This design comes from an exercise in tuning for a short achievable clock period and few clock cycles on the open sky130 flow, not from production work.
The RTL was checked by simulation tests, not by an equivalence proof against the original design.
No activity file was given, so power comes from the tool's default toggle rates.

== build 48 ==
==> flow/design.v (excerpt) <==
module mips_cpu(
	input clk,
	input rst,
	output [31:0] imem_addr,
	input  [31:0] imem_data,
	output [17:0] sram_addr,
	output [15:0] sram_dq_out,
	input  [15:0] sram_dq_in,
	output sram_we_n
);
	localparam QD = 4;           
	localparam QB = 3;           
	localparam [5:0] OP_ADD = 6'b000001, OP_SUB = 6'b000011, OP_AND = 6'b000101,
		OP_OR = 6'b000110, OP_NOR = 6'b000111, OP_XOR = 6'b001000, OP_SLA = 6'b001001,
		OP_SLL = 6'b001010, OP_SRA = 6'b001011, OP_SRL = 6'b001100, OP_ADDI = 6'b100000,
		OP_SUBI = 6'b100001, OP_LD = 6'b100100, OP_ST = 6'b100101, OP_BEZ = 6'b101000,
		OP_BNE = 6'b101001, OP_JMP = 6'b101010;
	reg  [31:0] pc;              
	reg  [31:0] pcn;             
	reg  [5:0]  d_op;            
	reg  [25:0] d_fld;           
	wire [31:0] d_ins = {d_op, d_fld};
	reg  [31:0] d_pc4;
	reg  [31:0] d_pc8;           
	reg         d_pred;          
	reg  [31:0] d_rs_oh, d_rt_oh;    
	reg         e_wen, e_load, e_store, e_bez, e_bne, e_jmp, e_brnz, e_pred;
	reg  [4:0]  e_dst;
	reg         e_sub, e_add, e_and, e_or, e_nor, e_xor, e_sll, e_srl, e_sra;
	reg  [31:0] e_a, e_b, e_rt;
	reg  [31:0] e_alt, e_alt4;
	reg  [3:0]  e_fa, e_fb, e_ft;    
	reg         m1_wen, m1_load;
	reg  [4:0]  m1_dst;
	reg  [31:0] m1_res;
	reg         m2_wen, m2_load, m2_usedq;
	reg  [4:0]  m2_dst;
	reg  [31:0] m2_res;
	reg         w_wen;
	reg  [4:0]  w_dst;
	reg  [31:0] w_val;
	reg  [7:0]  q_w [0:QD-1];
	reg  [31:0] q_d [0:QD-1];
	reg  [QB-1:0] q_cnt;
	reg         q_ph;            
	reg  [8:0]  s_addr;
	reg  [15:0] s_dq;
	reg         s_we;            
	assign imem_addr   = pc;
	assign sram_addr   = {9'd0, s_addr};
	assign sram_dq_out = s_dq;
	assign sram_we_n   = ~s_we;
	wire [5:0]  op  = d_ins[31:26];
	wire [4:0]  rs  = d_ins[25:21];
	wire [4:0]  rt  = d_ins[20:16];
	wire [4:0]  rd  = d_ins[15:11];
	wire [31:0] imm = {{16{d_ins[15]}}, d_ins[15:0]};
	wire        imm_nz = |d_ins[15:0];
	wire i_add  = op == OP_ADD,  i_sub  = op == OP_SUB,  i_and = op == OP_AND;
	wire i_or   = op == OP_OR,   i_nor  = op == OP_NOR,  i_xor = op == OP_XOR;
  ...
For scale: ~1700 flip-flops, about 120 I/O pins, about 90000 um2 of cells after synthesis.
Settings: LEC_CHECK=0, ABC_CLOCK_PERIOD_IN_PS=4000, CAP_MARGIN=20, CORE_MARGIN=2, CORE_UTILIZATION=40, PLACE_DENSITY=0.6, SLEW_MARGIN=20; clock period 15.0 ns.
standard.sh (not shown) runs the stock make flow with config.mk's settings and CLKGATE_MAP_FILE= SYNTH_SCRIPT=/design/flow/synth_recipe.tcl, a recipe that flattens the netlist after the stock synthesis.
==> flow/flow/run.sh <==
#!/bin/bash
# Standard ORFS layout, with two changes to how it is made:
# - timing repair aims at a margin below the clock period, so that the achieved period
#   (clock period less setup slack) is as short as the logic allows;
# - every input and output port still gets its buffer, but a buf_8 rather than the
#   slow delay cell buffer_ports picks by default.
# The make output goes to orfs_finish.log; ORFS keeps each step's log under orfs/logs/.
set -euo pipefail
bash standard.sh SETUP_SLACK_MARGIN=10.8 "BUFFER_PORTS_ARGS=-buffer_cell sky130_fd_sc_hd__buf_8" finish > orfs_finish.log 2>&1
Build 48 completed end to end with timing, DRC and antenna clean.
Testbench counts of build 48, summed over its fixed seeds: cycles 26,150.
Setup changes, build 48 to trial 80
--- a/flow/design.v
+++ b/flow/design.v
@@ -19,43 +19,16 @@
                     assign G[32*l+i] = G[32*(l-1)+i];
                     assign P[32*l+i] = P[32*(l-1)+i];
                 end
             end
         end
     endgenerate
     assign s = p0 ^ {G[32*5 +: 31], cin};
 endmodule
-module PrefixAdder #(parameter W = 11, parameter L = 4) (
-    input  [W-1:0] a,
-    input  [W-1:0] b,
-    output [W-1:0] s,
-    output         co
-);
-    wire [W*(L+1)-1:0] G, P;
-    wire [W-1:0] p0 = a ^ b;
-    assign G[W-1:0] = a & b;
-    assign P[W-1:0] = p0;
-    genvar l, i;
-    generate
-        for (l = 1; l <= L; l = l + 1) begin : lvl
-            for (i = 0; i < W; i = i + 1) begin : col
-                if (i >= (1 << (l - 1))) begin : merge
-                    assign G[W*l+i] = G[W*(l-1)+i] | (P[W*(l-1)+i] & G[W*(l-1)+i-(1<<(l-1))]);
-                    assign P[W*l+i] = P[W*(l-1)+i] & P[W*(l-1)+i-(1<<(l-1))];
-                end else begin : pass
-                    assign G[W*l+i] = G[W*(l-1)+i];
-                    assign P[W*l+i] = P[W*(l-1)+i];
-                end
-            end
-        end
-    endgenerate
-    assign s  = p0 ^ {G[W*L +: W-1], 1'b0};
-    assign co = G[W*L + W-1];
-endmodule
 module Registers_file (
 		input clk,
 		input rst,
 		input [4:0] src1,
 		input [4:0] src2,
 		input [31:0] src1_oh,
 		input [31:0] src2_oh,
 		input [4:0] dest,
@@ -200,19 +173,18 @@
 	wire taken = e_jmp | (e_bez & (fwd_a == 32'd0)) | (e_bne & (fwd_a != fwd_t));
 	wire mispredict = e_brnz & (taken != e_pred);
 	wire [5:0]  f_op    = imem_data[31:26];
 	wire        f_short = (imem_data[15:8] == 8'h00) || (imem_data[15:8] == 8'hFF);
 	wire        f_br    = f_op == OP_JMP || f_op == OP_BNE || (f_op == OP_BEZ && imem_data[15]);
 	wire [10:0] f_off   = {imem_data[8:0], 2'b00};    
 	wire [31:0] f_pc8   = pcn + 32'd4;
 	wire [31:0] f_tgt, f_tgt4;
-	wire [11:0] f_lo, f_lo4;
-	PrefixAdder #(.W(11), .L(4)) f_lo_add(.a(pcn[10:0]), .b(f_off), .s(f_lo[10:0]), .co(f_lo[11]));
-	PrefixAdder #(.W(11), .L(4)) f_lo4_add(.a(f_pc8[10:0]), .b(f_off), .s(f_lo4[10:0]), .co(f_lo4[11]));
+	wire [11:0] f_lo    = {1'b0, pcn[10:0]}   + {1'b0, f_off};
+	wire [11:0] f_lo4   = {1'b0, f_pc8[10:0]} + {1'b0, f_off};
 	wire        f_pred  = f_br && f_short;
 	assign f_tgt  = {pcn[31:11], f_lo[10:0]};
 	assign f_tgt4 = {pcn[31:11], f_lo4[10:0]};
 	wire [31:0] imm4 = {imm[29:0], 2'b00};
 	wire [31:0] d_tgt, d_tgt4;
 	ALU tgt_adder(.a(d_pc4), .b(imm4), .cin(1'b0), .s(d_tgt));
 	ALU tgt4_adder(.a(d_pc8), .b(imm4), .cin(1'b0), .s(d_tgt4));
 	wire pred = (i_jmp | i_bne | (i_bez & d_ins[15])) & imm_nz;
--- outcome ---
Trial 80 has completed all stages; timing, DRC and antenna checks passed.
Build 48 | stages: all done | timing, DRC, antenna: all pass
Of trial 80 and build 48, the run reporting the lower clock power share was build 48.
Delta (trial 80 minus build 48): HPWL after detailed placement lost 2.1%, via count of the first global-routing pass went down, ratio of final minimum period to clock period lower, post-synthesis cell type count rose 6, cell area after placement decreased about 0.6%.
The lower maximum fanout along the worst path came out of build 48.
Clock skew is lower on trial 80
Testbench counts of trial 80, summed over its fixed seeds: cycles 26,150.

-- static timing again, ports no longer ideal --
How much do the figures lean on ideal ports? The routed layouts below were timed once more, with nothing changed but the port constraints. Step 1 assumes that a clkbuf_16 drives the clock port and a buf_2 every other input. Step 2 adds t to the input delays and takes it off the output delays; t is the mean of the earliest and latest rising clock arrival at the registers after step 1. Input paths then give back, and output paths get back, about the clock's delay inside the block. a / b / c = ideal ports / drivers / drivers and shift; a / b = the first two.
run | t (ns) | setup slack, ns | worst slew at a driven data input, ns
build 48 | 0.948 | 10.358 / 10.418 / 9.472 | 0.22
trial 80 | 0.955 | 10.437 / 10.428 / 9.538 | 0.12
After both steps setup and hold are still met in every run listed. For trial 80, which loses most, drivers alone change the setup slack by -0.009 ns; drivers and shift together by -0.899 ns.
